Context: an optimization exercise on an open-source flow, tuned for small area. The choices shown serve that exercise and are no tape-out recipe. Function was checked by simulation only, so behaviour that the tests miss may differ from the original. Power figures rest on the tool's default switching activity, not on a simulated workload.

## wip/lagoon
==> flow/design.v (excerpt) <==
module CPU(clk, nextInstruction, rst, Flags, OUT, aluOutput, mem_rdata, mem_wdata, mem_we, REGA, REGB, ADDRA, FULLOP);
==> flow/config.mk <==
export PLATFORM = sky130hd
export DESIGN_NAME = CPU
export DESIGN_NICKNAME = CPU
export VERILOG_FILES = /design/flow/design.v
export SDC_FILE = /design/flow/constraint.sdc
export NUM_CORES = 4
export LEC_CHECK = 0
export ABC_AREA = 1
export CAP_MARGIN = 0
export CORE_MARGIN = 2
export CORE_UTILIZATION = 40
export GPL_TIMING_DRIVEN = 0
export PLACE_DENSITY = 0.6
export SLEW_MARGIN = 0
==> flow/constraint.sdc <==
create_clock -name core_clock -period 12.0 [get_ports {clk}]
set_input_delay 2.4000 -clock core_clock [delete_from_list [all_inputs] [get_ports {clk}]]
set_output_delay 2.4000 -clock core_clock [all_outputs]
set_load 0.01 [all_outputs]
standard.sh (not shown) runs the stock make flow with config.mk's settings and CLKGATE_MAP_FILE= SYNTH_SCRIPT=/design/flow/synth_recipe.tcl, a recipe that flattens the netlist after the stock synthesis.
==> flow/flow/run.sh <==
#!/bin/bash
# Own layout flow: the standard layout with these changes.
#  1. synthesis (my_synth.tcl) is the standard synthesis except that Yosys's
#     extract_fa step is skipped and abc maps the logic with flow/area.abc,
#     an area-oriented script (AIG optimisation with &deepsyn for 60 s, then area mapping); the registers are those of the standard synthesis.
#  2. port buffers are buf_1 cells instead of the default.
#  3. the resize step's repair uses only drive strengths 1 and 2 (pre_resize.tcl).
#  4. CTS uses clkbuf_8 buffers, clusters of up to 16 sinks and no dummy loads.
# Each tool's output goes to a log file in this folder.
set -euo pipefail
W=$PWD
F=$W/flow
MY_NO_FA=1 make -C "$FLOW_HOME" DESIGN_CONFIG=$W/config.mk WORK_HOME=$W/orfs CLKGATE_MAP_FILE= \
  SYNTH_SCRIPT=$F/my_synth.tcl MY_ABC_SCRIPT=$F/area.abc synth > $W/synth.log 2>&1
export PRE_RESIZE_TCL=$F/pre_resize.tcl
export BUFFER_PORTS_ARGS="-buffer_cell sky130_fd_sc_hd__buf_1"
export CTS_ARGS="-sink_clustering_enable -repair_clock_nets -buf_list sky130_fd_sc_hd__clkbuf_8 -dont_use_dummy_load -sink_clustering_size 16 -sink_clustering_max_diameter 60"
bash $W/standard.sh > $W/layout.log 2>&1
==> flow/flow/area.abc <==
strash
&get -n
&deepsyn -T 60
&put
dc2
&get -n
&st
&dch -f
&nf -a -p -R 1000
&put
topo
==> flow/flow/my_synth.tcl <==
proc synth {args} { yosys synth -nofsm -noshare {*}$args }
set f [open $::env(SCRIPTS_DIR)/synth.tcl]; set t [read $f]; close $f
set old {log_cmd abc {*}$abc_args}
if { [string first $old $t] < 0 } { error "abc call not found in synth.tcl" }
set t [string map [list $old {log_cmd abc {*}[lreplace $abc_args 1 1 $::env(MY_ABC_SCRIPT)]}] $t]
if { [info exists ::env(MY_NO_FA)] && $::env(MY_NO_FA) } {
  set old2 {extract_fa {*}[dont_use_extract_fa_args]}
  if { [string first $old2 $t] < 0 } { error "extract_fa call not found in synth.tcl" }
  set t [string map [list $old2 {}] $t]
}
set p $::env(OBJECTS_DIR)/synth_patched.tcl
set f [open $p w]; puts -nonewline $f $t; close $f
source $p
# left out here: clear keep_hierarchy, flatten, clean up, hide names made inside functions, write 1_2_yosys.v
==> flow/flow/pre_resize.tcl <==
# Sourced before the resize step (3_4): repair_design may use only the
# smallest drive strengths, which mends slew and capacitance with less area.
set_dont_use {sky130_fd_sc_hd__*_4 sky130_fd_sc_hd__*_6 sky130_fd_sc_hd__*_8 sky130_fd_sc_hd__*_12 sky130_fd_sc_hd__*_16}
wip/lagoon: done, clean on timing, DRC and antenna
What wip/delta does differently from wip/lagoon at the input level:
--- a/flow/flow/run.sh
+++ b/flow/flow/run.sh
@@ -3,5 +3,5 @@
 #  1. synthesis (my_synth.tcl) is the standard synthesis except that Yosys's
 #     extract_fa step is skipped and abc maps the logic with flow/area.abc,
-#     an area-oriented script (AIG optimisation with &deepsyn for 60 s, then area mapping); the registers are those of the standard synthesis.
+#     an area-oriented script; the registers are those of the standard synthesis.
 #  2. port buffers are buf_1 cells instead of the default.
 #  3. the resize step's repair uses only drive strengths 1 and 2 (pre_resize.tcl).
==> flow/flow/area.abc <==
strash
dc2
&get -n
&st
&dch -f
&nf -a -p -R 1000
&put
topo
### Flow results
- [wip/delta vs wip/lagoon] number of instances resized during post-cts repair: lower in wip/delta
- In the metrics for wip/delta and wip/lagoon, the one carrying the higher number of cells traversed by the worst register-to-register path is wip/delta.
- Diff wip/lagoon -> wip/delta: leakage power summed over all cells moved up; cell area up about 1.2%.
- Taking wip/lagoon as the reference, in wip/delta instance count after placement with tap cells included went up by about 3%, clock skew moved up, worst setup slack went up 220 ps, final wirelength went down about 0.8%.
The inputs of wip/raven differ from those of wip/delta as listed below.
--- a/flow/flow/run.sh
+++ b/flow/flow/run.sh
@@ -6,5 +6,5 @@
 #  2. port buffers are buf_1 cells instead of the default.
 #  3. the resize step's repair uses only drive strengths 1 and 2 (pre_resize.tcl).
-#  4. CTS uses clkbuf_8 buffers, clusters of up to 16 sinks and no dummy loads.
+#  4. CTS uses clkbuf_8 buffers, clusters of up to 12 sinks and no dummy loads.
 # Each tool's output goes to a log file in this folder.
 set -euo pipefail
@@ -15,4 +15,4 @@
 export PRE_RESIZE_TCL=$F/pre_resize.tcl
 export BUFFER_PORTS_ARGS="-buffer_cell sky130_fd_sc_hd__buf_1"
-export CTS_ARGS="-sink_clustering_enable -repair_clock_nets -buf_list sky130_fd_sc_hd__clkbuf_8 -dont_use_dummy_load -sink_clustering_size 16 -sink_clustering_max_diameter 60"
+export CTS_ARGS="-sink_clustering_enable -repair_clock_nets -buf_list sky130_fd_sc_hd__clkbuf_8 -dont_use_dummy_load -sink_clustering_size 12 -sink_clustering_max_diameter 60"
 bash $W/standard.sh > $W/layout.log 2>&1
Notes after the runs:
wip/raven: max-slew headroom at the worst pin is 3.9 points higher than what wip/delta reported.
Relative to wip/delta, the sequential share of layout area of wip/raven is lower by 0.22 points.
wip/raven — number of detailed-routing iterations run before antenna repair 5 lower, wip/delta as reference
Between wip/delta and wip/raven, the data arrival at the endpoint of the critical path is higher for wip/raven.
The run with more setup slack is wip/delta; wip/raven has less.

==> re-timing with driven ports <==
Ports are ideal in the flow. The routed layouts listed here were re-timed in OpenROAD. Step 1 sets driving cells, clkbuf_16 on the clock port and buf_2 on the other inputs (assumed; they add their load-dependent delay and slew). Step 2 moves the port delays by t, midway between the first and last clock arrival at a register: inputs arrive t later, outputs are due t later. That takes back most of the time a late clock gives input paths. Slacks: no drivers / after step 1 / after step 2; pairs: no drivers / after step 1.
run | t, ns | slack for setup (ns) | slew at the worst register clock pin (ns)
wip/lagoon | 0.679 | 0.264 / 0.214 / 0.893 | 0.11 / 0.11
wip/delta | 0.652 | 0.488 / 0.439 / 1.092 | 0.10 / 0.10
wip/raven | 0.580 | 0.407 / 0.357 / 0.936 | 0.08 / 0.08
After both steps every run listed still meets setup and hold.
